Context: an optimization exercise on an open-source flow, tuned for small area, a short achievable clock period and few clock cycles. The choices shown serve that exercise and are no tape-out recipe. Where RTL was checked, it was by simulation tests only, not by an equivalence proof against the original. For run 3, only the layout was checked, not whether the RTL still works. No activity file was given, so power comes from the tool's default toggle rates.

### design/flow/config.mk
export PLATFORM = sky130hd
export DESIGN_NAME = myCPU
export DESIGN_NICKNAME = myCPU
export VERILOG_FILES = /design/flow/design.v
export SDC_FILE = /design/flow/constraint.sdc
export NUM_CORES = 4
export LEC_CHECK = 0
export CAP_MARGIN = 20
export CORE_MARGIN = 2
export CORE_UTILIZATION = 30
export SLEW_MARGIN = 20
### design/flow/constraint.sdc
create_clock -name core_clock -period 10.0 [get_ports {cpu_clk}]
set_input_delay 2.0000 -clock core_clock [delete_from_list [all_inputs] [get_ports {cpu_clk}]]
set_output_delay 2.0000 -clock core_clock [all_outputs]
set_load 0.01 [all_outputs]
### design/flow/design.v
`timescale 1ns / 1ps
module myCPU (
    input  wire         cpu_rst,
    input  wire         cpu_clk,
    output wire [13:0]  inst_addr,
    input  wire [31:0]  inst,
    output wire [31:0]  Bus_addr,
    input  wire [31:0]  Bus_rdata,
    output wire         Bus_wen,
    output wire [31:0]  Bus_wdata
);
    reg  [31:0] e_pc;
    reg  [31:0] e_base;      
    reg  [31:0] e_imm;
    reg  [31:0] e_a;         
    reg  [31:0] e_b;         
    reg  [4:0]  e_rd;
    reg  [2:0]  e_f3;
    reg         e_alt;       
    reg  [1:0]  e_rsel;      
    reg         e_we;        
    reg         e_st;
    reg         e_br;
    reg         e_jmp;
    wire [31:0] agu = e_base + e_imm;
    wire [31:0] pc4 = e_pc + 32'd4;
    wire eq  = (e_a == e_b);
    wire lo  = (e_a[30:0] < e_b[30:0]);
    wire sd  = e_a[31] ^ e_b[31];
    wire ltu = sd ? e_b[31] : lo;
    wire lt  = sd ? e_a[31] : lo;
    wire cmp = e_f3[2] ? (e_f3[1] ? ltu : lt) : eq;
    wire taken = e_jmp | (e_br & (cmp ^ e_f3[0]));
    wire [31:0] npc = taken ? {agu[31:1], 1'b0} : pc4;
    wire [31:0] sum = e_alt ? (e_a - e_b) : (e_a + e_b);
    wire        sleft = ~e_f3[2];
    wire [31:0] a_rev;
    genvar gi;
    generate
        for (gi = 0; gi < 32; gi = gi + 1) begin : g_rev
            assign a_rev[gi] = e_a[31 - gi];
        end
    endgenerate
    wire [31:0] sh_in = sleft ? a_rev : e_a;
    wire signed [32:0] sh_ext = {e_alt & ~sleft & e_a[31], sh_in};
    wire signed [32:0] sh_out = sh_ext >>> e_b[4:0];
    wire [31:0] sh_r = sh_out[31:0];
    wire [31:0] sh_l;
    generate
        for (gi = 0; gi < 32; gi = gi + 1) begin : g_rev2
            assign sh_l[gi] = sh_r[31 - gi];
        end
    endgenerate
    reg [31:0] alu;
    always @(*) begin
        case (e_f3)
            3'b000: alu = sum;
            3'b001: alu = sh_l;
            3'b010: alu = {31'b0, lt};
            3'b011: alu = {31'b0, ltu};
            3'b100: alu = e_a ^ e_b;
            3'b101: alu = sh_r;
            3'b110: alu = e_a | e_b;
            default: alu = e_a & e_b;
        endcase
    end
    wire [31:0] rsh = Bus_rdata >> {agu[1:0], 3'b000};
    wire [31:0] ld = e_f3[1] ? Bus_rdata :
                     e_f3[0] ? {{16{~e_f3[2] & rsh[15]}}, rsh[15:0]} :
                               {{24{~e_f3[2] & rsh[7]}}, rsh[7:0]};
    reg [31:0] res;
    always @(*) begin
        case (e_rsel)
            2'd0: res = alu;
            2'd1: res = ld;
            2'd2: res = pc4;
            default: res = agu;
        endcase
    end
    wire [3:0] wm = e_f3[1] ? 4'b1111 :
                    e_f3[0] ? (agu[1] ? 4'b1100 : 4'b0011) :
                              (4'b0001 << agu[1:0]);
    assign inst_addr = npc[15:2];
    assign Bus_addr  = agu;
    assign Bus_wen   = e_st;
    assign Bus_wdata = {wm[3] ? e_b[31:24] : Bus_rdata[31:24],
                        wm[2] ? e_b[23:16] : Bus_rdata[23:16],
                        wm[1] ? e_b[15:8]  : Bus_rdata[15:8],
                        wm[0] ? e_b[7:0]   : Bus_rdata[7:0]};
    reg [31:0] rf [1:31];
    always @(posedge cpu_clk) begin
        if (e_we)
            rf[e_rd] <= res;
    end
    wire [4:0] op  = inst[6:2];
    wire [2:0] f3  = inst[14:12];
    wire [4:0] rs1 = inst[19:15];
    wire [4:0] rs2 = inst[24:20];
    wire [4:0] rd  = inst[11:7];
    wire is_lui   = (op == 5'b01101);
    wire is_auipc = (op == 5'b00101);
    wire is_jal   = (op == 5'b11011);
    wire is_jalr  = (op == 5'b11001);
    wire is_br    = (op == 5'b11000);
    wire is_ld    = (op == 5'b00000);
    wire is_st    = (op == 5'b01000);
    wire is_opi   = (op == 5'b00100);
    wire is_op    = (op == 5'b01100);
    wire [31:0] r1 = (rs1 == 5'd0) ? 32'd0 :
                     (e_we && e_rd == rs1) ? res : rf[rs1];
    wire [31:0] r2 = (rs2 == 5'd0) ? 32'd0 :
                     (e_we && e_rd == rs2) ? res : rf[rs2];
    wire [31:0] imm_i = {{21{inst[31]}}, inst[30:20]};
    wire [31:0] imm_s = {{21{inst[31]}}, inst[30:25], inst[11:7]};
    wire [31:0] imm_b = {{20{inst[31]}}, inst[7], inst[30:25], inst[11:8], 1'b0};
    wire [31:0] imm_u = {inst[31:12], 12'b0};
    wire [31:0] imm_j = {{12{inst[31]}}, inst[19:12], inst[20], inst[30:21], 1'b0};
    reg [31:0] imm;
    always @(*) begin
        if (is_st)
            imm = imm_s;
        else if (is_br)
            imm = imm_b;
        else if (is_lui | is_auipc)
            imm = imm_u;
        else if (is_jal)
            imm = imm_j;
        else
            imm = imm_i;
    end
    wire [31:0] st_data = f3[1] ? r2 :
                          f3[0] ? {2{r2[15:0]}} : {4{r2[7:0]}};
    always @(posedge cpu_clk) begin
        e_imm  <= imm;
        e_base <= (is_jalr | is_ld | is_st) ? r1 : (is_lui ? 32'd0 : npc);
        e_a    <= r1;
        e_b    <= is_st ? st_data : (is_opi ? imm_i : r2);
        e_rd   <= rd;
        e_f3   <= f3;
        e_alt  <= inst[30] & (is_op | f3 == 3'b101);
        e_rsel <= (is_op | is_opi) ? 2'd0 :
                  is_ld ? 2'd1 :
                  (is_jal | is_jalr) ? 2'd2 : 2'd3;
    end
    always @(posedge cpu_clk or posedge cpu_rst) begin
        if (cpu_rst) begin
            e_pc  <= 32'hFFFF_FFFC;
            e_we  <= 1'b0;
            e_st  <= 1'b0;
            e_br  <= 1'b0;
            e_jmp <= 1'b0;
        end else begin
            e_pc  <= npc;
            e_we  <= (is_lui | is_auipc | is_jal | is_jalr | is_ld | is_opi | is_op) & (rd != 5'd0);
            e_st  <= is_st;
            e_br  <= is_br;
            e_jmp <= is_jal | is_jalr;
        end
    end
endmodule
### design/flow/run.sh
#!/bin/bash
# synth_recipe.tcl (not shown) runs the flow's synth.tcl, then flattens the netlist and writes it again
# the make line also repeats each setting of config.mk as NAME=value (left out here)
make -C /OpenROAD-flow-scripts/flow DESIGN_CONFIG=/design/flow/config.mk WORK_HOME=/design/flow/orfs CLKGATE_MAP_FILE= SYNTH_SCRIPT=/design/flow/synth_recipe.tcl finish
==> results of run 1 <==
==> layout by cell type (no fill, tap or decap), types with 33 or more instances in the layout <==
cell and count:
sky130_fd_sc_hd__a211oi_1 94, sky130_fd_sc_hd__a21o_1 37, sky130_fd_sc_hd__a21oi_1 251, sky130_fd_sc_hd__and2_1 33
sky130_fd_sc_hd__buf_4 137, sky130_fd_sc_hd__clkbuf_16 132, sky130_fd_sc_hd__clkdlybuf4s50_1 132, sky130_fd_sc_hd__dfxtp_1 136
sky130_fd_sc_hd__edfxtp_1 992, sky130_fd_sc_hd__ha_1 133, sky130_fd_sc_hd__inv_1 130, sky130_fd_sc_hd__mux2i_1 195
sky130_fd_sc_hd__mux4_2 605, sky130_fd_sc_hd__nand2_1 279, sky130_fd_sc_hd__nand3_1 58, sky130_fd_sc_hd__nor2_1 296
sky130_fd_sc_hd__nor3_1 51, sky130_fd_sc_hd__o21ai_0 195, sky130_fd_sc_hd__xnor2_1 46, sky130_fd_sc_hd__xor2_1 35
==> flip-flops by register name, summed over array words and instances (netlist names), 2 cells and up <==
name and flops:
rf 992, e_a 32, e_b 32, e_base 32
e_imm 32, e_pc 32, e_rd 5, e_f3 3
e_rsel 2
==> stage by stage <==
step | hold slack [ns] | instances | worst slack (ns) | util
6_report | 0.531 | 7638 | 1.63 | 0.345
5_1_grt | 0.564 | 7636 | 1.41 | 0.345
4_1_cts | 0.533 | 7633 | 1.73 | 0.345
3_5_place_dp | 0.522 | 7390 | 2.61 | 0.325
3_3_place_gp | 0.511 | 7390 | 2.64 | 0.325
2_1_floorplan | 0.478 | 4623 | 3.82 | -
==> metal layers <==
metal | up-vias | share of wire | routed length [um] | track usage
met4 | 8 | 0.045 | 11500 | 0.0914
li1 | 18703 | - | - | -
met1 | 23929 | 0.39 | 99200 | 0.301
met2 | 2758 | 0.46 | 117000 | 0.356
met3 | 510 | 0.098 | 24700 | 0.0469
met5 | - | 0.00022 | 56 | 0
==> worst max-delay path, stage by stage, from the launching register on <==
cell	delay, ns
sky130_fd_sc_hd__dfxtp_1	0.65
sky130_fd_sc_hd__inv_1	0.16
sky130_fd_sc_hd__ha_1	0.39
sky130_fd_sc_hd__or2_2	0.30
sky130_fd_sc_hd__a221oi_1	0.42
sky130_fd_sc_hd__o21a_1	0.38
sky130_fd_sc_hd__a211oi_2	0.18
sky130_fd_sc_hd__o21ai_1	0.51
sky130_fd_sc_hd__a21o_1	0.28
sky130_fd_sc_hd__o31ai_4	0.08
sky130_fd_sc_hd__xnor2_2	0.16
sky130_fd_sc_hd__a21oi_4	0.58
sky130_fd_sc_hd__buf_4	0.40
sky130_fd_sc_hd__mux2i_1	0.44
sky130_fd_sc_hd__clkdlybuf4s50_1	0.62
==> power groups by stage <==
stage / sequential (W) / combinational [W] / clock (W)
global placement: 0.00698 / 0.00576 / 0
CTS: 0.00689 / 0.00585 / 0.00496
finish: 0.00690 / 0.00599 / 0.00490
floorplan: 0.00690 / 0.00315 / 0
global route: 0.00692 / 0.00628 / 0.00516
detailed placement: 0.00699 / 0.00583 / 0
==> area by class of cell <==
type                    count  area [um2]  share of cell area
flip-flops and latches   1167       33500               0.452
well taps                2838        3550              0.0479
multi-input cells        2964       29600               0.399
clock inverters            74         853              0.0115
repair buffers            287        2620              0.0354
clock buffers             169        3510              0.0474
diodes                      3        7.51            0.000101
inverters                 136         510             0.00688
==> final timing paths <==
check                      slack [ns]               from  cells past startpoint                  to
hold / removal                   0.53  e_pc[1]$_DFF_PP0_                      1   e_pc[1]$_DFF_PP0_
setup reg to reg                 3.39  e_base[0]$_DFF_P_                     14  e_base[26]$_DFF_P_
setup / recovery                 1.63     e_a[1]$_DFF_P_                     14        inst_addr[3]
max in group asynchronous        7.64            cpu_rst                      3   e_pc[1]$_DFF_PP0_
hold reg to reg                  0.53  e_pc[1]$_DFF_PP0_                      1   e_pc[1]$_DFF_PP0_
min in group asynchronous        1.88            cpu_rst                      3      e_we$_DFF_PP0_
==> cells in the mapped netlist, types with 60 or more instances <==
library cell	instances
sky130_fd_sc_hd__edfxtp_1	992
sky130_fd_sc_hd__mux4_2	605
sky130_fd_sc_hd__nor2_1	330
sky130_fd_sc_hd__nand2_1	279
sky130_fd_sc_hd__a21oi_1	255
sky130_fd_sc_hd__clkbuf_1	214
sky130_fd_sc_hd__mux2i_1	195
sky130_fd_sc_hd__o21ai_0	195
sky130_fd_sc_hd__dfxtp_1	139
sky130_fd_sc_hd__ha_1	133
sky130_fd_sc_hd__inv_1	131
sky130_fd_sc_hd__a211oi_1	96
sky130_fd_sc_hd__nand3_1	60
==> cell families after synthesis <==
group	after synthesis	share of synthesized area
compound gates	978	0.101
xor+xnor	82	0.0112
fa+ha+maj	136	0.0266
buf+inv	492	0.0317
flops	1167	0.517
mux	840	0.248
simple gates	928	0.0651
==> results.txt, run 1 <==
status timing/DRC/antenna clean; die area 220000 um2; arrival time at the worst endpoint 6.37 ns; die boundary width 469 um; global routing usage summed across all routing layers 0.225; # resized after CTS 0; share of the synthesized area in the top cell type 0.460; fraction of final layout cells with drive strength greater than 1 0.231; power density normalized to cell area approximately 240 nW/um2; top flip-flop cell by instance count after synthesis sky130_fd_sc_hd__edfxtp_1; Fill cells about 20000; sum of overflow across all layers after global routing 0; number of buffers between clock root and the deepest sink 3; maximum vdd ir drop 0.174 mV; type of element launching the critical path flop; Via Count 45908; Worst-Margin Slew 1.29 ns; clock tree from TritonCTS built; Unique masters post-synth 94; clock tree skew after final layout 0.0576 ns; net switching power of the design 0.00650 W; Wirelength per Cell 33.0 um; MaxCap Viol Count 0; DRT antenna net count 0; fraction of power consumed by the clock network 0.276; design area 74100 um2; net switching share of the total power 0.366; maximum fanout encountered on the critical timing path 14; global-route wire length before repair 350000 um; share of the clock period used by the worst path after layout 0.837; core region area 215000 um2; Seq pwr share 0.388; leakage power ~25 nW; DPL Wire Length 166000 um; Async SR Flop Fraction 0.0308; WS Path Type reg -> out; sinks on the clock net 1167; crit path capture type primary output; post-CTS clock slew at the launch and capture registers of the worst setup and hold paths 0.06 ns; cells after synthesis 4623; number of buffers inserted during clock tree synthesis 132; mean post-synth cell area 14.0 um2; Clock H-tree levels 4; final routed DRC violation total 0; top area cells in the synthesized netlist sky130_fd_sc_hd__edfxtp_1 46%, sky130_fd_sc_hd__mux4_2 21%, sky130_fd_sc_hd__dfxtp_1 4.3%, sky130_fd_sc_hd__mux2i_1 3.0%, sky130_fd_sc_hd__ha_1 2.6%; CTS hold repair buffers 0; number of pins exceeding their max-slew limit in the final report 0; number of post-CTS setup repair buffers 0; overall power 0.0178 W; worst hold path class reg -> reg; data required time at the worst endpoint roughly 8.0 ns; final weighted congestion in routability-driven placement 0.987; RSZ-0062 raised after global routing false; synthesized flop and latch total 1167; buffers added on ports 142; post-synth design cell area 64800 um2; synthesis-to-finish area growth 14.4%; count of pins on the block boundary 145; final-report setup violation count 0; count of final hold-check violations 0; clock insertion delay at the later pin of the skew report 0.81 ns; total routed wirelength 252000 um; Starting Density 0.302; Iter 0 DRT Violations 6201; post-layout min period between 8 and 9 ns; count of warnings emitted by yosys 1; number of cell rows 170; post-synth net total between 4000 and 5000; post-placement cell area 69700 um2; post-synthesis sequential area ratio 0.517; Setup TNS Final 0 ns; Pint 0.0113 W; vias per cell about 6; Fmax around 120 MHz; Final #Nets 4890; combinational cell fraction of total power 0.337; biggest area consumer among synthesized cells sky130_fd_sc_hd__edfxtp_1; clock root buffer master sky130_fd_sc_hd__clkbuf_16; number of global-route vias before repair 44713; largest net degree at the start of global routing 116; number of iterations in the first detailed-routing pass 6; Die Height 469 um; max-slew headroom at the worst pin 0.135; antenna violations before repair 23; number of synthesized flops with an enable pin 992
Testbench counts, summed over its fixed seeds: cycles 176,016.
==> run 2: changes to the inputs <==
--- a/design/flow/config.mk
+++ b/design/flow/config.mk
@@ -6,6 +6,8 @@
 export NUM_CORES = 4
 export LEC_CHECK = 0
+export ABC_CLOCK_PERIOD_IN_PS = 3000
 export CAP_MARGIN = 20
 export CORE_MARGIN = 2
-export CORE_UTILIZATION = 30
+export CORE_UTILIZATION = 40
+export SETUP_SLACK_MARGIN = 5
 export SLEW_MARGIN = 20
==> results.txt, run 2 <==
RSZ-0062 raised after global routing true (was false); post-synthesis sequential area ratio 0.517 (unchanged); Wirelength per Cell 35.4 um (was 33.0 um); final-report setup violation count 0 (unchanged); power density normalized to cell area 246 nW/um2 (was 240 nW/um2); maximum fanout encountered on the critical timing path 6 (was 14); net switching power of the design 0.00689 W (was 0.00650 W); DPL Wire Length 167000 um (was 166000 um); count of pins on the block boundary 145 (unchanged); Seq pwr share 0.365 (was 0.388); mean post-synth cell area 14.0 um2 (unchanged); die area 165000 um2 (was 220000 um2); Unique masters post-synth 94 (unchanged); sum of overflow across all layers after global routing 0 (unchanged); Final #Nets 5094 (was 4890); Worst-Margin Slew 1.22 ns (was 1.29 ns); vias per cell 6.55 (was 6.01); final core utilization 0.478 (was 0.345); biggest area consumer among synthesized cells sky130_fd_sc_hd__edfxtp_1 (unchanged); number of synthesized flops with an enable pin 992 (unchanged); DRT antenna net count 0 (unchanged); highest-count cells in the layout ignoring fill and taps 992 x sky130_fd_sc_hd__edfxtp_1, 605 x sky130_fd_sc_hd__mux4_2, 290 x sky130_fd_sc_hd__nor2_1 (was 992 x sky130_fd_sc_hd__edfxtp_1, 605 x sky130_fd_sc_hd__mux4_2, 296 x sky130_fd_sc_hd__nor2_1); core region area 161000 um2 (was 215000 um2); fraction of power consumed by the clock network 0.239 (was 0.276); share of the clock period used by the worst path after layout 0.622 (was 0.837); start of the worst register-to-register path e_imm[0]$_DFF_P_ (was e_base[0]$_DFF_P_); post-synth design cell area 64800 um2 (unchanged); Seq. cell area 33600 um2 (was 33500 um2); pre-CTS WS 2.72 ns (was 2.61 ns); data required time at the worst endpoint 8.00 ns (about the same); fraction of final layout cells with drive strength greater than 1 0.327 (was 0.231); number of pins exceeding their max-slew limit in the final report 0 (unchanged); number of cell rows 147 (was 170); startpoint of the worst setup timing path e_b[3]$_DFF_P_ (was e_a[1]$_DFF_P_); count of final hold-check violations 0 (unchanged); top area cells in the synthesized netlist sky130_fd_sc_hd__edfxtp_1 46%, sky130_fd_sc_hd__mux4_2 21%, sky130_fd_sc_hd__dfxtp_1 4.3%, sky130_fd_sc_hd__mux2i_1 3.0%, sky130_fd_sc_hd__ha_1 2.6% (unchanged); Starting Density 0.403 (was 0.302); global routing usage summed across all routing layers 0.301 (was 0.225); number of buffers between clock root and the deepest sink 3 (unchanged); Fill cells 13908 (was 20476); Pint 0.0120 W (was 0.0113 W); share of the synthesized area in the top cell type 0.460 (unchanged); register name with the most flops rf (unchanged); status timing/DRC/antenna clean (unchanged); global-route wire length before repair 348000 um (was 350000 um); Setup TNS Final 0 ns (unchanged); die boundary width 407 um (was 469 um); Async SR Flop Fraction 0.0308 (unchanged); type of element launching the critical path flop (unchanged); launch point of the worst hold path e_pc[1]$_DFF_PP0_ (unchanged); post-synth net total 4825 (unchanged); Iter 0 DRT Violations 6481 (was 6201); number of iterations in the first detailed-routing pass 5 (was 6); clock tree skew after final layout 0.0379 ns (was 0.0576 ns); arrival time at the worst endpoint 4.22 ns (was 6.37 ns); max FFs per register 992 (unchanged); most common cell after layout, fill and taps aside sky130_fd_sc_hd__edfxtp_1 (unchanged); number of global-route vias before repair 45774 (was 44713); post-layout min period 6.22 ns (was 8.37 ns); final routed DRC violation total 0 (unchanged); total routed wirelength 253000 um (was 252000 um); post-CTS clock slew at the launch and capture registers of the worst setup and hold paths 0.06 ns (about the same); clock insertion delay at the later pin of the skew report 0.77 ns (was 0.81 ns); Clock H-tree levels 3 (was 4); WS Path Type reg -> out (unchanged); worst hold path class reg -> reg (unchanged); count of warnings emitted by yosys 1 (unchanged); most frequent cell after synthesis sky130_fd_sc_hd__edfxtp_1 (unchanged); largest net degree at the start of global routing 121 (was 116); clock root buffer master sky130_fd_sc_hd__clkbuf_16 (unchanged); sinks on the clock net 1167 (unchanged); setup ws final 3.78 ns (was 1.63 ns); most frequent cells after synthesis 992 x sky130_fd_sc_hd__edfxtp_1, 605 x sky130_fd_sc_hd__mux4_2, 330 x sky130_fd_sc_hd__nor2_1 (unchanged); net switching share of the total power 0.365 (was 0.366); clock tree from TritonCTS built (unchanged); Fmax 161 MHz (was 119 MHz); crit path capture type primary output (unchanged); synthesis-to-finish area growth 18.6% (was 14.4%); antenna violations before repair 17 (was 23); CTS hold repair buffers 0 (unchanged); cells after synthesis 4623 (unchanged); max-slew headroom at the worst pin 0.176 (was 0.135); final weighted congestion in routability-driven placement 1.04 (was 0.987); Die Height 407 um (was 469 um); top flip-flop cell by instance count after synthesis sky130_fd_sc_hd__edfxtp_1 (unchanged); Via Count 46883 (was 45908); maximum vdd ir drop 0.207 mV (was 0.174 mV); MaxCap Viol Count 0 (unchanged); synthesized flop and latch total 1167 (unchanged); area of the multi-input gates 31300 um2 (was 29600 um2); buffers added on ports 142 (unchanged); combinational cell fraction of total power 0.395 (was 0.337); number of buffers inserted during clock tree synthesis 120 (was 132); leakage power 26.2 nW (was 24.8 nW)
## run 2: power groups by stage
stage	logic (W)	clock network [W]	registers (W)
after floorplan	0.00320	0	0.00690
after global placement	0.00572	0	0.00698
after detailed placement	0.00576	0	0.00700
after CTS	0.00692	0.00458	0.00689
after global routing	0.00773	0.00476	0.00692
final	0.00746	0.00452	0.00690
## run 2: cell families after synthesis
family / count (synthesis) / synth area share
flops: 1167 / 0.517
compound gates: 978 / 0.101
simple gates: 928 / 0.0651
mux: 840 / 0.248
buf+inv: 492 / 0.0317
fa+ha+maj: 136 / 0.0266
xor+xnor: 82 / 0.0112
## run 2: per-stage QoR
step / area, um2 / power, W / hold WS, ns / instances
6_report: 76900 / 0.0189 / 0.542 / 7160
3_3_place_gp: 68900 / 0.0127 / 0.534 / 6708
5_1_grt: 76900 / 0.0194 / 0.565 / 7159
3_5_place_dp: 68900 / 0.0128 / 0.522 / 6711
4_1_cts: 75900 / 0.0184 / 0.537 / 7102
2_1_floorplan: 65000 / 0.0101 / 0.478 / 4623
## run 2: repair_timing
item	in CTS	in global routing
endpoints found under the setup margin	735	166
cloned	17	2
setup buffers	145	54
pin swaps	72	51
gates resized for setup	667	195
## run 2: path summary, 6_finish.rpt
| kind | cells after the start | slack (ns) | to |
|---|---|---|---|
| min in group asynchronous | 2 | 1.85 | e_pc[0]$_DFF_PP0_ |
| max in group asynchronous | 2 | 7.56 | e_pc[1]$_DFF_PP0_ |
| setup reg to reg | 18 | 4.95 | e_a[24]$_DFF_P_ |
| setup / recovery | 15 | 3.78 | inst_addr[10] |
| hold reg to reg | 1 | 0.54 | e_pc[1]$_DFF_PP0_ |
| hold / removal | 1 | 0.54 | e_pc[1]$_DFF_PP0_ |
## run 2: critical path, stage by stage (launching register included)
cell	delay, ns
sky130_fd_sc_hd__dfxtp_4	0.36
sky130_fd_sc_hd__buf_12	0.13
sky130_fd_sc_hd__inv_16	0.04
sky130_fd_sc_hd__ha_4	0.15
sky130_fd_sc_hd__or4_4	0.51
sky130_fd_sc_hd__o21a_4	0.26
sky130_fd_sc_hd__a211oi_4	0.31
sky130_fd_sc_hd__o21ai_4	0.12
sky130_fd_sc_hd__a21o_1	0.24
sky130_fd_sc_hd__o31ai_4	0.21
sky130_fd_sc_hd__xnor2_2	0.13
sky130_fd_sc_hd__a21oi_4	0.19
sky130_fd_sc_hd__buf_6	0.15
sky130_fd_sc_hd__buf_16	0.13
sky130_fd_sc_hd__mux2_4	0.36
sky130_fd_sc_hd__buf_6	0.14
## run 2: final cells by class
cell class	count	share of cell area
antenna	1	0.0000326
clock buffer	150	0.0408
clock inverter	79	0.0105
inverter	136	0.00765
multi-input combinational	2967	0.407
sequential	1167	0.437
tap	2160	0.0352
timing repair buffer	493	0.0609
timing repair inverter	7	0.000700
## run 2: routing by layer
metal	up-vias	global-route usage	share of wire
li1	19169	-	-
met1	24135	0.382	0.37
met2	2847	0.479	0.46
met3	712	0.0595	0.098
met4	20	0.178	0.071
met5	-	0	0.00045
==> run 3: changes to the inputs <==
--- a/design/flow/design.v
+++ b/design/flow/design.v
@@ -10,7 +10,6 @@
     output wire [31:0]  Bus_wdata
 );
-    reg  [31:0] e_pc;
-    reg  [31:0] e_base;      
-    reg  [31:0] e_imm;
+    reg  [31:0] e_pc4;       
+    reg  [31:0] e_ag;        
     reg  [31:0] e_a;         
     reg  [31:0] e_b;         
@@ -21,16 +20,11 @@
     reg         e_we;        
     reg         e_st;
-    reg         e_br;
-    reg         e_jmp;
-    wire [31:0] agu = e_base + e_imm;
-    wire [31:0] pc4 = e_pc + 32'd4;
-    wire eq  = (e_a == e_b);
-    wire lo  = (e_a[30:0] < e_b[30:0]);
-    wire sd  = e_a[31] ^ e_b[31];
-    wire ltu = sd ? e_b[31] : lo;
-    wire lt  = sd ? e_a[31] : lo;
-    wire cmp = e_f3[2] ? (e_f3[1] ? ltu : lt) : eq;
-    wire taken = e_jmp | (e_br & (cmp ^ e_f3[0]));
-    wire [31:0] npc = taken ? {agu[31:1], 1'b0} : pc4;
+    reg         e_taken;
+    reg         e_rmw;       
+    wire [31:0] npc = e_taken ? {e_ag[31:1], 1'b0} : e_pc4;
+    wire        lo  = (e_a[30:0] < e_b[30:0]);
+    wire        sd  = e_a[31] ^ e_b[31];
+    wire        ltu = sd ? e_b[31] : lo;
+    wire        lt  = sd ? e_a[31] : lo;
     wire [31:0] sum = e_alt ? (e_a - e_b) : (e_a + e_b);
     wire        sleft = ~e_f3[2];
@@ -65,5 +59,5 @@
         endcase
     end
-    wire [31:0] rsh = Bus_rdata >> {agu[1:0], 3'b000};
+    wire [31:0] rsh = Bus_rdata >> {e_ag[1:0], 3'b000};
     wire [31:0] ld = e_f3[1] ? Bus_rdata :
                      e_f3[0] ? {{16{~e_f3[2] & rsh[15]}}, rsh[15:0]} :
@@ -74,18 +68,19 @@
             2'd0: res = alu;
             2'd1: res = ld;
-            2'd2: res = pc4;
-            default: res = agu;
+            2'd2: res = e_pc4;
+            default: res = e_ag;
         endcase
     end
     wire [3:0] wm = e_f3[1] ? 4'b1111 :
-                    e_f3[0] ? (agu[1] ? 4'b1100 : 4'b0011) :
-                              (4'b0001 << agu[1:0]);
+                    e_f3[0] ? (e_ag[1] ? 4'b1100 : 4'b0011) :
+                              (4'b0001 << e_ag[1:0]);
     assign inst_addr = npc[15:2];
-    assign Bus_addr  = agu;
+    assign Bus_addr  = e_ag;
     assign Bus_wen   = e_st;
-    assign Bus_wdata = {wm[3] ? e_b[31:24] : Bus_rdata[31:24],
-                        wm[2] ? e_b[23:16] : Bus_rdata[23:16],
-                        wm[1] ? e_b[15:8]  : Bus_rdata[15:8],
-                        wm[0] ? e_b[7:0]   : Bus_rdata[7:0]};
+    assign Bus_wdata = e_b;
+    wire [31:0] merged = {wm[3] ? e_b[31:24] : Bus_rdata[31:24],
+                          wm[2] ? e_b[23:16] : Bus_rdata[23:16],
+                          wm[1] ? e_b[15:8]  : Bus_rdata[15:8],
+                          wm[0] ? e_b[7:0]   : Bus_rdata[7:0]};
     reg [31:0] rf [1:31];
     always @(posedge cpu_clk) begin
@@ -129,11 +124,20 @@
             imm = imm_i;
     end
+    wire [31:0] base = (is_jalr | is_ld | is_st) ? r1 : (is_lui ? 32'd0 : npc);
+    wire d_lo  = (r1[30:0] < r2[30:0]);
+    wire d_sd  = r1[31] ^ r2[31];
+    wire d_ltu = d_sd ? r2[31] : d_lo;
+    wire d_lt  = d_sd ? r1[31] : d_lo;
+    wire d_eq  = (r1 == r2);
+    wire d_cmp = f3[2] ? (f3[1] ? d_ltu : d_lt) : d_eq;
+    wire d_taken = is_jal | is_jalr | (is_br & (d_cmp ^ f3[0]));
+    wire rmw1 = is_st & ~f3[1] & ~e_rmw;     
+    wire rmw2 = e_rmw;                       
     wire [31:0] st_data = f3[1] ? r2 :
                           f3[0] ? {2{r2[15:0]}} : {4{r2[7:0]}};
     always @(posedge cpu_clk) begin
-        e_imm  <= imm;
-        e_base <= (is_jalr | is_ld | is_st) ? r1 : (is_lui ? 32'd0 : npc);
+        e_ag   <= base + imm;
         e_a    <= r1;
-        e_b    <= is_st ? st_data : (is_opi ? imm_i : r2);
+        e_b    <= rmw2 ? merged : is_st ? st_data : (is_opi ? imm_i : r2);
         e_rd   <= rd;
         e_f3   <= f3;
@@ -145,15 +149,15 @@
     always @(posedge cpu_clk or posedge cpu_rst) begin
         if (cpu_rst) begin
-            e_pc  <= 32'hFFFF_FFFC;
-            e_we  <= 1'b0;
-            e_st  <= 1'b0;
-            e_br  <= 1'b0;
-            e_jmp <= 1'b0;
+            e_pc4   <= 32'd0;
+            e_we    <= 1'b0;
+            e_st    <= 1'b0;
+            e_taken <= 1'b0;
+            e_rmw   <= 1'b0;
         end else begin
-            e_pc  <= npc;
-            e_we  <= (is_lui | is_auipc | is_jal | is_jalr | is_ld | is_opi | is_op) & (rd != 5'd0);
-            e_st  <= is_st;
-            e_br  <= is_br;
-            e_jmp <= is_jal | is_jalr;
+            e_pc4   <= rmw1 ? npc : npc + 32'd4;
+            e_rmw   <= rmw1;
+            e_we    <= (is_lui | is_auipc | is_jal | is_jalr | is_ld | is_opi | is_op) & (rd != 5'd0);
+            e_st    <= is_st & ~rmw1;
+            e_taken <= d_taken;
         end
     end
==> results.txt, run 3 <==
most common cell after layout, fill and taps aside sky130_fd_sc_hd__edfxtp_1 (unchanged); Worst-Margin Slew 1.16 ns (was 1.22 ns); MaxCap Viol Count 0 (unchanged); Wirelength per Cell 36.3 um (was 35.4 um); Async SR Flop Fraction 0.0317 (was 0.0308); synthesis-to-finish area growth 20.6% (was 18.6%); leakage power 26.9 nW (was 26.2 nW); synthesized flop and latch total 1135 (was 1167); post-layout min period 6.64 ns (was 6.22 ns); max-slew headroom at the worst pin 0.203 (was 0.176); Via Count 47370 (was 46883); most frequent cell after synthesis sky130_fd_sc_hd__edfxtp_1 (unchanged); post-synth net total 4879 (was 4825); Unique masters post-synth 89 (was 94); biggest area consumer among synthesized cells sky130_fd_sc_hd__edfxtp_1 (unchanged); Clock H-tree levels 3 (unchanged); area of the multi-input gates 32100 um2 (was 31300 um2); post-synth design cell area 64700 um2 (was 64800 um2); share of the clock period used by the worst path after layout 0.664 (was 0.622); clock tree skew after final layout 0.0510 ns (was 0.0379 ns); share of the synthesized area in the top cell type 0.475 (was 0.460); most frequent cells after synthesis 1024 x sky130_fd_sc_hd__edfxtp_1, 584 x sky130_fd_sc_hd__mux4_2, 356 x sky130_fd_sc_hd__nor2_1 (was 992 x sky130_fd_sc_hd__edfxtp_1, 605 x sky130_fd_sc_hd__mux4_2, 330 x sky130_fd_sc_hd__nor2_1); DPL Wire Length 163000 um (was 167000 um); die area 165000 um2 (about the same); count of final hold-check violations 0 (unchanged); arrival time at the worst endpoint 7.30 ns (was 4.22 ns); post-CTS clock slew at the launch and capture registers of the worst setup and hold paths 0.06 ns (about the same); post-synthesis sequential area ratio 0.513 (was 0.517); maximum vdd ir drop 0.166 mV (was 0.207 mV); highest-count cells in the layout ignoring fill and taps 1024 x sky130_fd_sc_hd__edfxtp_1, 584 x sky130_fd_sc_hd__mux4_2, 291 x sky130_fd_sc_hd__nor2_1 (was 992 x sky130_fd_sc_hd__edfxtp_1, 605 x sky130_fd_sc_hd__mux4_2, 290 x sky130_fd_sc_hd__nor2_1); buffers added on ports 142 (unchanged); start of the worst register-to-register path e_b[4]$_DFFE_PP_ (was e_imm[0]$_DFF_P_); core region area 161000 um2 (about the same); Final #Nets 5191 (was 5094); number of iterations in the first detailed-routing pass 6 (was 5); global-route wire length before repair 360000 um (was 348000 um); cells after synthesis 4622 (was 4623); final routed DRC violation total 0 (unchanged); final weighted congestion in routability-driven placement 1.03 (was 1.04); data required time at the worst endpoint 10.66 ns (was 8.00 ns); die boundary width 406 um (was 407 um); status timing/DRC/antenna clean (unchanged); number of buffers between clock root and the deepest sink 3 (unchanged); top flip-flop cell by instance count after synthesis sky130_fd_sc_hd__edfxtp_1 (unchanged); logic depth of the worst register-to-register path 32 (was 18); register name with the most flops rf (unchanged); largest net degree at the start of global routing 86 (was 121); Fmax 151 MHz (was 161 MHz); launch point of the worst hold path e_pc4[0]$_DFF_PP0_ (was e_pc[1]$_DFF_PP0_); Starting Density 0.403 (about the same); antenna violations before repair 18 (was 17); WS Path Type reg -> reg (was reg -> out); final-report setup violation count 0 (unchanged); Die Height 406 um (was 407 um); count of warnings emitted by yosys 1 (unchanged); sum of overflow across all layers after global routing 0 (unchanged); RSZ-0062 raised after global routing true (unchanged); worst hold path class reg -> reg (unchanged); clock insertion delay at the later pin of the skew report 0.77 ns (about the same); power density normalized to cell area 211 nW/um2 (was 246 nW/um2); vias per cell 6.58 (was 6.55); instance count along the most critical hold path 2 (was 1); final core utilization 0.486 (was 0.478); Seq. cell area 33200 um2 (was 33600 um2); number of buffers inserted during clock tree synthesis 120 (unchanged); number of pins exceeding their max-slew limit in the final report 0 (unchanged); maximum fanout encountered on the critical timing path 5 (was 6); number of synthesized flops with an enable pin 1024 (was 992); number of cell rows 147 (unchanged); total routed wirelength 262000 um (was 253000 um); biggest cell delay along the critical path 0.51 ns (about the same); global routing usage summed across all routing layers 0.312 (was 0.301); fraction of final layout cells with drive strength greater than 1 0.323 (was 0.327); crit path capture type flop (was primary output); type of element launching the critical path flop (unchanged); Final Hold Slack 0.573 ns (was 0.542 ns); critical path's slowest cell sky130_fd_sc_hd__edfxtp_1 (was sky130_fd_sc_hd__or4_4); startpoint of the worst setup timing path e_b[4]$_DFFE_PP_ (was e_b[3]$_DFF_P_); DRT antenna net count 0 (unchanged); mean post-synth cell area 14.0 um2 (about the same); Iter 0 DRT Violations 5998 (was 6481); clock root buffer master sky130_fd_sc_hd__clkbuf_16 (unchanged); number of global-route vias before repair 46151 (was 45774); Worst path most repeated cell sky130_fd_sc_hd__nor2_4 (was sky130_fd_sc_hd__buf_6); max FFs per register 992 (unchanged); Setup TNS Final 0 ns (unchanged); count of pins on the block boundary 145 (unchanged); Fill cells 13784 (was 13908); clock tree from TritonCTS built (unchanged); sinks on the clock net 1135 (was 1167); top area cells in the synthesized netlist sky130_fd_sc_hd__edfxtp_1 48%, sky130_fd_sc_hd__mux4_2 20%, sky130_fd_sc_hd__ha_1 3.7%, sky130_fd_sc_hd__mux2i_1 3.4%, sky130_fd_sc_hd__dfxtp_1 2.3% (was sky130_fd_sc_hd__edfxtp_1 46%, sky130_fd_sc_hd__mux4_2 21%, sky130_fd_sc_hd__dfxtp_1 4.3%, sky130_fd_sc_hd__mux2i_1 3.0%, sky130_fd_sc_hd__ha_1 2.6%)
## run 3: cell types whose count changed after synthesis, moves of 26 or more
cell                       previous run  this run
sky130_fd_sc_hd__dfxtp_1            139        75
sky130_fd_sc_hd__ha_1               133       189
sky130_fd_sc_hd__xnor2_1             46        93
sky130_fd_sc_hd__a21oi_1            255       294
sky130_fd_sc_hd__edfxtp_1           992      1024
sky130_fd_sc_hd__dfrtp_1              6        36
sky130_fd_sc_hd__dfstp_2             30         0
sky130_fd_sc_hd__clkbuf_1           214       188
sky130_fd_sc_hd__nor2_1             330       356
## run 3: cell families after synthesis
logic type / count (synthesis) / synth area share
XOR/XNOR: 126 / 0.0171
AND/OR/NAND/NOR: 910 / 0.0628
multiplexers: 842 / 0.245
AO/OA/AOI/OAI: 951 / 0.0942
flip-flops: 1135 / 0.513
buffers and inverters: 467 / 0.0309
adder cells (fa/ha/maj): 191 / 0.0372
## run 3: repair_timing
action	in CTS	in global routing
setup buffers	116	64
gates resized for setup	431	235
setup endpoints to repair	687	144
hold buffers	0	0
pin swaps	108	97
cloned	25	9
## run 3: where the power goes
part           switching, W  leakage [nW]  internal (W)
clock network       0.00192          1.86       0.00251
registers          0.000398          10.3       0.00592
logic               0.00338          14.7       0.00231
total               0.00570          26.9        0.0107
## run 3: routing by layer
layer / global-route usage / vias to the layer above / wire [um]
met5: 0 / - / 63
met4: 0.191 / 10 / 18800
met3: 0.0716 / 741 / 27300
met2: 0.490 / 3026 / 121000
met1: 0.395 / 24431 / 94400
li1: - / 19162 / -
## run 3: per-stage QoR
stage / instance area (um2) / std cells / setup slack (ns) / total power [W]
2_1_floorplan: 65200 / 4622 / 3.63 / 0.00884
3_3_place_gp: 69200 / 6757 / 1.33 / 0.0107
3_5_place_dp: 69200 / 6757 / 1.39 / 0.0107
4_1_cts: 76300 / 7117 / 3.46 / 0.0159
5_1_grt: 77900 / 7194 / 3.21 / 0.0169
6_report: 78000 / 7202 / 3.36 / 0.0164
## run 3: worst paths after layout
path | to | slack, ns
worst max-delay path | e_taken$_DFF_PP0_ | 3.36
worst min-delay path | e_pc4[0]$_DFF_PP0_ | 0.57
worst max register to register | e_taken$_DFF_PP0_ | 3.36
worst min register to register | e_pc4[0]$_DFF_PP0_ | 0.57
max in group asynchronous | e_taken$_DFF_PP0_ | 7.52
min in group asynchronous | e_pc4[2]$_DFF_PP0_ | 1.79
## run 3: critical path, delay by kind of cell, from the launching register on
family	cells	cell delay [ns]
fa+ha+maj	2	0.73
flops	1	0.51
buf+inv	3	0.51
compound gates	10	1.93
simple gates	14	2.34
xor+xnor	3	0.51
## run 3: cell type report
class                      instances  area share
timing repair inverter             4    0.000401
inverter                         128     0.00703
timing repair buffer             518      0.0712
antenna                           11    0.000353
clock inverter                    69     0.00817
sequential                      1135       0.426
tap                             2160      0.0347
clock buffer                     150      0.0410
multi-input combinational       3027       0.412

[separate check: timing with driven ports]
In the flow no input, the clock included, has a driving cell. The finished layouts below were timed again as built, in two steps. Step 1, drivers: a clkbuf_16 drives cpu_clk and a buf_2 each remaining input, both assumed. Step 2 also shifts input and output timing later by t, the mid clock arrival at the registers, as if the neighbouring blocks saw the same clock. Slacks: no drivers / after step 1 / after step 2; pairs: no drivers / after step 1.
run | shift t [ns] | setup slack, ns | clock arrival spread, ns | worst data-port slew with drivers (ns) | cell pins on the clock port's net
run 1 | 0.863 | 1.631 / 1.545 / 2.408 | 0.057 / 0.057 | 0.15 | 1
run 2 | 0.835 | 3.784 / 3.701 / 4.184 | 0.039 / 0.040 | 0.25 | 1
run 3 | 0.818 | 3.363 / 3.363 / 2.729 | 0.054 / 0.054 | 0.42 | 1
After both steps every run listed still meets setup and hold. For run 3, which loses most, drivers alone change the setup slack by 0.000 ns; drivers and shift together by -0.634 ns.
